This design comes from an exercise in tuning for small area and a short achievable clock period on the open sky130 flow, not from production work.
In this exercise RTL edits were held to simulation tests only and were not proved equivalent to the original.
Power is estimated from default activity; no workload was simulated.

Setup of build 91:
Design Microprocessor, start of the top module:
module Microprocessor(
    output mem_write,
    output mem_read,
    output reg_write,
    output [1:0]op,
    output [6:0]reg_num,
    output [6:0]pc_high,
    output [6:0]pc_low,
    output [7:0]instruction_address,
    output [6:0]rwd_1,
    output [6:0]rwd_0,
    output [1:0]r_symbol,
    input oscillator,
    input reset,
    input [7:0]instruction
    );
clock: 6.0 ns
lec_check: 0
abc_area: 1
cap_margin: 20
core_margin: 2
core_utilization: 55
cts_cluster_diameter: 80
cts_cluster_size: 35
setup_slack_margin: 3.0
slew_margin: 20
tns_end_percent: 0
run.sh (not shown) runs the stock make flow with config.mk's settings and CLKGATE_MAP_FILE= SYNTH_SCRIPT=/design/flow/synth_recipe.tcl, a recipe that flattens the netlist after the stock synthesis.
Setup changes, build 91 to build 93
--- a/flow/config.mk
+++ b/flow/config.mk
@@ -12,2 +12,3 @@
-export CTS_CLUSTER_DIAMETER = 80
-export CTS_CLUSTER_SIZE = 35
+export CTS_CLUSTER_DIAMETER = 70
+export CTS_CLUSTER_SIZE = 25
+export GPL_ROUTABILITY_DRIVEN = 0
Across both runs, post-route total power was higher for build 93 than for build 91.
Looking at clock network power share across build 93 and build 91, the one that comes out lower is build 91.
Summary of build 93 over build 91: register area did not really move; core occupancy in the finished layout increased 0.27 points; first-pass iteration count of the detailed router rose by 2; setup slack went down.
Taking build 91 as the reference, in build 93 layout overhead on the synthesized area now sits higher; count of clock-buffer cells in the layout now sits higher.
Any difference in number of fillers in the final layout between build 93 and build 91 is small enough to ignore.
Modified inputs, build 35 compared to build 93
--- a/flow/config.mk
+++ b/flow/config.mk
@@ -11,4 +11,3 @@
-export CORE_UTILIZATION = 55
-export CTS_CLUSTER_DIAMETER = 70
-export CTS_CLUSTER_SIZE = 25
-export GPL_ROUTABILITY_DRIVEN = 0
+export CORE_UTILIZATION = 58
+export CTS_CLUSTER_DIAMETER = 80
+export CTS_CLUSTER_SIZE = 30
### Flow results
Global-route wire length before repair for build 35 is lower than for build 93. Of the two values seen for capturing element of the worst setup path, r[3][4]$_DFFE_PP0P_ was produced by build 93 and r[2][3]$_DFFE_PP0P_ by build 35. The worst-path cell with the longest stage delay comes out sky130_fd_sc_hd__or2_2 in one run and sky130_fd_sc_hd__nand4_1 in the other, namely in build 35 and build 93 respectively. [build 35] share of total power in combinational logic rose 2.7 points relative to build 93. [compare] base=build 93 new=build 35: via count flat, global-route usage up 0.31 points, switching power total down about 6%, cell count after placement down about 0.36%, minimum clock period down 0.020 ns.
#### Input delta (build 25 over build 35)
--- a/flow/config.mk
+++ b/flow/config.mk
@@ -11 +11 @@
-export CORE_UTILIZATION = 58
+export CORE_UTILIZATION = 55
==> comparison <==
- Start point of the critical path = instruction[5]: build 35; start point of the critical path = disp[2]$_DFF_P_: build 25
- Build 35 reports its capture point of the worst path as r[2][3]$_DFFE_PP0P_ while build 25 reports rwd_0[5].
- Re wire length of the first global-routing pass: build 35 was lower than build 25.
- Build 35 has a lower routed wire length than build 25.
- Measured against each other, build 25 and build 35 differ in average wire length per cell after detail routing, the lower figure coming from build 35.
- [build 25 vs build 35] internal power consumption: higher in build 25
Here is what was changed in the inputs of build 79 compared with build 25.
==> flow/flow/run.sh (new file) <==
#!/bin/bash
# Layout flow: the standard flow (standard.sh) with plain buf_2 cells
# buffering the ports instead of the delay cells buffer_ports picks by default.
# Its full output goes to layout.log here; ORFS's own logs are in orfs/logs.
set -euo pipefail
export BUFFER_PORTS_ARGS="-buffer_cell sky130_fd_sc_hd__buf_2"
bash standard.sh finish > layout.log 2>&1
==> flow/standard.sh (new file) <==
#!/bin/bash
# synth_recipe.tcl (not shown) runs the flow's synth.tcl, then flattens the netlist and writes it again
# the make line also repeats each setting of config.mk as NAME=value (left out here)
make -C /OpenROAD-flow-scripts/flow DESIGN_CONFIG=/design/flow/config.mk WORK_HOME=/design/flow/orfs CLKGATE_MAP_FILE= SYNTH_SCRIPT=/design/flow/synth_recipe.tcl "${@:-finish}"
--- a/flow/config.mk
+++ b/flow/config.mk
@@ -12,2 +12,2 @@
-export CTS_CLUSTER_DIAMETER = 80
-export CTS_CLUSTER_SIZE = 30
+export CTS_CLUSTER_DIAMETER = 70
+export CTS_CLUSTER_SIZE = 25
removed: flow/run.sh
## What came out
Relative to build 25, power increased by 0.00051 W in build 79. Diff build 25 -> build 79 | first-pass GRT wire length | up by a few percent. Relative to build 25, area of all placed cells without fillers has gone up in build 79. Build 25 → build 79: count of buffer and inverter cells on the critical path rose 1, wire length moved up.
## Diff of input files: build 61 against build 79
==> flow/run.sh (new file) <==
#!/bin/bash
# synth_recipe.tcl (not shown) runs the flow's synth.tcl, then flattens the netlist and writes it again
# the make line also repeats each setting of config.mk as NAME=value (left out here)
make -C /OpenROAD-flow-scripts/flow DESIGN_CONFIG=/design/flow/config.mk WORK_HOME=/design/flow/orfs CLKGATE_MAP_FILE= SYNTH_SCRIPT=/design/flow/synth_recipe.tcl finish
--- a/flow/config.mk
+++ b/flow/config.mk
@@ -13,0 +14 @@
+export PLACE_DENSITY = 0.75
removed: flow/flow/run.sh
removed: flow/standard.sh
Notes after the runs:
- Build 61 reports a higher portion of total power attributed to sequential cells than build 79 does.
- Against build 79, build 61 comes in 0.63% lower on multi-input logic cell count.
- Compared build 61 against build 79; total power density per cell area within noise.
- Antenna diode count: build 61 vs build 79, no meaningful difference
- Delta(fmax, build 61 - build 79) < 0
- The estimated power of build 61 ends up lower than the estimate for build 79.

Another version of the RTL of Microprocessor (not shown whole).
Size: ~2,100 cells after synthesis, ~310 flip-flops, ~60 I/O pins, roughly 0.016 mm^2 of cells after synthesis.
clock: 6.0 ns
lec_check: 0
abc_area: 1
cap_margin: 20
core_margin: 2
core_utilization: 55
cts_cluster_diameter: 70
cts_cluster_size: 25
setup_slack_margin: 3.5
slew_margin: 20
tns_end_percent: 0
Stock flow here: none of the scripts above is used.
The starting point completed with no timing, DRC or antenna violations.
==> next run, changes <==
==> flow/config.mk (replaced) <==
export PLATFORM = sky130hd
export DESIGN_NAME = Microprocessor
export DESIGN_NICKNAME = Microprocessor
export VERILOG_FILES = /design/flow/design.v
export SDC_FILE = /design/flow/constraint.sdc
export NUM_CORES = 4
export LEC_CHECK = 0
export CAP_MARGIN = 20
export CORE_MARGIN = 2
export CORE_UTILIZATION = 55
export SETUP_SLACK_MARGIN = 2.5
export SLEW_MARGIN = 20
Effect: The new run passed the timing, DRC and antenna checks; count of clock-buffer cells in the layout grows by 27; synthesized cell count is lower by 25%; area after synthesis climbs by 3.3%; worst setup slack got worse by 0.74 ns; combinational power rose by 140%; power rises by 63%; hold slack is worse by 0.015 ns; via count goes down by 1.4%; cell area goes up by 19%; routed wire length climbs by 23%.
==> next run, changes <==
--- a/flow/config.mk
+++ b/flow/config.mk
@@ -6,7 +6,10 @@
 export NUM_CORES = 4
 export LEC_CHECK = 0
+export ABC_AREA = 1
 export CAP_MARGIN = 20
 export CORE_MARGIN = 2
 export CORE_UTILIZATION = 55
+export CTS_CLUSTER_DIAMETER = 70
+export CTS_CLUSTER_SIZE = 25
 export SETUP_SLACK_MARGIN = 2.5
 export SLEW_MARGIN = 20
Outcome: Final cell count came out higher by about a fifth. Sequential power came out lower by about a fifth. Die area came out lower by a few percent. Clock power came out lower by a quarter to a third. Worst setup slack improves by 0.65 ns. Wire length came out lower by about a fifth. Register-to-register slack improves by 0.74 ns. Hold slack improves by 0.014 ns. Non-clock buffer count came out lower by 159. Core utilization came out lower by 11 points.
==> next run, changes <==
--- a/flow/config.mk
+++ b/flow/config.mk
@@ -12,4 +12,5 @@
 export CTS_CLUSTER_DIAMETER = 70
 export CTS_CLUSTER_SIZE = 25
-export SETUP_SLACK_MARGIN = 2.5
+export SETUP_SLACK_MARGIN = 3.0
 export SLEW_MARGIN = 20
+export TNS_END_PERCENT = 10
Cell area climbs by about 8%. Worst hold slack got worse by 0.012 ns. Clock power climbs by about 20%. Critical path depth does not change. Setup slack gets better by 0.090 ns. Non-clock buffer count climbs by 63. Clock skew went up by 0.0040 ns. Combinational power goes up by 17%. Sequential share of layout area goes down by 3.0 points.
==> next run, changes <==
==> flow/flow/run.sh (new file) <==
#!/bin/bash
# Standard layout, with plain buffers (not delay cells) on the ports.
set -euo pipefail
export BUFFER_PORTS_ARGS="-buffer_cell sky130_fd_sc_hd__buf_2"
bash standard.sh finish > standard_flow.log 2>&1
==> flow/standard.sh (new file) <==
#!/bin/bash
# synth_recipe.tcl (not shown) runs the flow's synth.tcl, then flattens the netlist and writes it again
# the make line also repeats each setting of config.mk as NAME=value (left out here)
make -C /OpenROAD-flow-scripts/flow DESIGN_CONFIG=/design/flow/config.mk WORK_HOME=/design/flow/orfs CLKGATE_MAP_FILE= SYNTH_SCRIPT=/design/flow/synth_recipe.tcl "${@:-finish}"
--- a/flow/config.mk
+++ b/flow/config.mk
@@ -10,7 +10,5 @@
 export CORE_MARGIN = 2
 export CORE_UTILIZATION = 55
-export CTS_CLUSTER_DIAMETER = 70
-export CTS_CLUSTER_SIZE = 25
+export CTS_BUF_LIST = sky130_fd_sc_hd__clkbuf_4 sky130_fd_sc_hd__clkbuf_8
 export SETUP_SLACK_MARGIN = 3.0
 export SLEW_MARGIN = 20
-export TNS_END_PERCENT = 10
removed: flow/run.sh
Outcome: Die area stays the same; routed wire length goes up by 18%; core utilization increases by 7.9 points; non-clock buffer count climbs by 95.

Microprocessor with an RTL version that a note above also has.
Size: ~320 flip-flops, roughly 60 I/O pins.
export LEC_CHECK = 0
export ABC_AREA = 1
export CAP_MARGIN = 10
export CORE_MARGIN = 2
export CORE_UTILIZATION = 55
export CTS_CLUSTER_DIAMETER = 70
export CTS_CLUSTER_SIZE = 25
export SETUP_SLACK_MARGIN = 3.0
export SLEW_MARGIN = 10
export TNS_END_PERCENT = 0
create_clock -name core_clock -period 6.0 [get_ports {oscillator}]
Stock flow here: none of the scripts above is used.
The starting point finished clean.
Then changed:
==> flow/flow/run.sh (new file) <==
#!/bin/bash
# Layout flow: the standard flow (standard.sh), except that the ports are
# buffered with plain buf_1 cells instead of the delay cells buffer_ports picks
# by default, and clock tree synthesis adds no dummy loads.
# Its full output goes to layout.log here; ORFS's own logs are in orfs/logs.
set -euo pipefail
export BUFFER_PORTS_ARGS="-buffer_cell sky130_fd_sc_hd__buf_1"
export CTS_ARGS="-sink_clustering_enable -repair_clock_nets -sink_clustering_size 25 -sink_clustering_max_diameter 70 -dont_use_dummy_load"
bash standard.sh finish > layout.log 2>&1
==> flow/standard.sh (new file) <==
#!/bin/bash
# synth_recipe.tcl (not shown) runs the flow's synth.tcl, then flattens the netlist and writes it again
# the make line also repeats each setting of config.mk as NAME=value (left out here)
make -C /OpenROAD-flow-scripts/flow DESIGN_CONFIG=/design/flow/config.mk WORK_HOME=/design/flow/orfs CLKGATE_MAP_FILE= SYNTH_SCRIPT=/design/flow/synth_recipe.tcl "${@:-finish}"
CAP_MARGIN = 20   (was 10)
CORE_UTILIZATION = 58   (was 55)
SLEW_MARGIN = 20   (was 10)
removed: flow/run.sh
After rerunning:
- The changed run finished clean
- non-clock buffer count rises by 14
- routed wire length rises by about 1.1%
- critical path depth rises by 17
- total power falls by 4.9%
- worst setup slack gets better by 0.045 ns
- flip-flop and latch count is unchanged
Then changed:
==> flow/run.sh (new file) <==
#!/bin/bash
# synth_recipe.tcl (not shown) runs the flow's synth.tcl, then flattens the netlist and writes it again
# the make line also repeats each setting of config.mk as NAME=value (left out here)
make -C /OpenROAD-flow-scripts/flow DESIGN_CONFIG=/design/flow/config.mk WORK_HOME=/design/flow/orfs CLKGATE_MAP_FILE= SYNTH_SCRIPT=/design/flow/synth_recipe.tcl finish
CORE_UTILIZATION = 55   (was 58)
removed: flow/flow/run.sh
removed: flow/standard.sh
The changed run finished clean.
Wire length went down by 1.1%.
Worst setup slack degrades by 0.045 ns.
Sequential share of layout area shrinks by 0.61 points.
Area after synthesis is unchanged.
Cell area grows by 1.7%.
Combinational power stays flat.
Power went up by 5.2%.
Worst hold slack gets better by 0.0052 ns.
Final cell count grows by 0.70%.
Clock-buffer cell count increases by 1.
Then changed:
==> flow/flow/run.sh (new file) <==
#!/bin/bash
# Layout flow: the standard flow (standard.sh), except that the ports are
# buffered with plain buf_1 cells instead of the delay cells buffer_ports picks
# by default, and clock tree synthesis adds no dummy loads.
# Its full output goes to layout.log here; ORFS's own logs are in orfs/logs.
set -euo pipefail
export BUFFER_PORTS_ARGS="-buffer_cell sky130_fd_sc_hd__buf_1"
export CTS_ARGS="-sink_clustering_enable -repair_clock_nets -sink_clustering_size 30 -sink_clustering_max_diameter 80 -dont_use_dummy_load"
bash standard.sh finish > layout.log 2>&1
==> flow/standard.sh (new file) <==
#!/bin/bash
# synth_recipe.tcl (not shown) runs the flow's synth.tcl, then flattens the netlist and writes it again
# the make line also repeats each setting of config.mk as NAME=value (left out here)
make -C /OpenROAD-flow-scripts/flow DESIGN_CONFIG=/design/flow/config.mk WORK_HOME=/design/flow/orfs CLKGATE_MAP_FILE= SYNTH_SCRIPT=/design/flow/synth_recipe.tcl "${@:-finish}"
CORE_UTILIZATION = 58   (was 55)
CTS_CLUSTER_DIAMETER = 80   (was 70)
CTS_CLUSTER_SIZE = 30   (was 25)
removed: flow/run.sh
Final cell count drops by 0.58%.
Die area drops by 5.1%.
Cell area drops by 1.2%.
Register-to-register slack is about the same.

==> afterwards: timing with drivers on the ports <==
No port has a modelled driver above. Below, the same layouts with a new extraction and two added sets of constraints. Step 1 (the two cells are an assumption about what drives the block):
set clk [get_ports {oscillator}]
set_driving_cell -lib_cell sky130_fd_sc_hd__clkbuf_16 $clk
set_driving_cell -lib_cell sky130_fd_sc_hd__buf_2 [delete_from_list [all_inputs] $clk]
Step 2 times the ports against the registers' clock, not the clock port: input delays grow and output delays shrink by t, the midpoint of the rising clock arrivals with the driver on. Three values: ideal ports, drivers, drivers and shift; two values: the first two.
| run | shift t [ns] | setup WS [ns] | cell pins on the clock port's net |
|---|---|---|---|
| build 91 | 0.578 | 2.756 / 2.707 / 2.190 | 1 |
| build 93 | 0.607 | 2.742 / 2.709 / 2.148 | 1 |
| build 35 | 0.575 | 2.762 / 2.729 / 2.221 | 1 |
| build 25 | 0.579 | 2.765 / 2.715 / 2.215 | 1 |
| build 79 | 0.613 | 2.836 / 2.822 / 2.209 | 1 |
| build 61 | 0.587 | 2.698 / 2.695 / 2.128 | 1 |
| the first run of note 2 | 0.599 | 2.601 / 2.547 / 2.084 | 1 |
| the second run of note 2 | 0.572 | 1.864 / 1.876 / 1.304 | 1 |
| the third run of note 2 | 0.573 | 2.518 / 2.467 / 2.025 | 1 |
| the fourth run of note 2 | 0.597 | 2.608 / 2.558 / 2.174 | 1 |
| the fifth run of note 2 | 0.629 | 2.589 / 2.541 / 1.999 | 1 |
| the first run of note 3 | 0.601 | 2.748 / 2.699 / 2.211 | 1 |
| the second run of note 3 | 0.584 | 2.793 / 2.807 / 2.224 | 1 |
| the third run of note 3 | 0.601 | 2.748 / 2.699 / 2.211 | 1 |
| the fourth run of note 3 | 0.554 | 2.777 / 2.787 / 2.233 | 1 |
After both steps setup and hold are still met in every run listed. For build 79, which loses most, drivers alone change the setup slack by -0.014 ns; drivers and shift together by -0.627 ns.
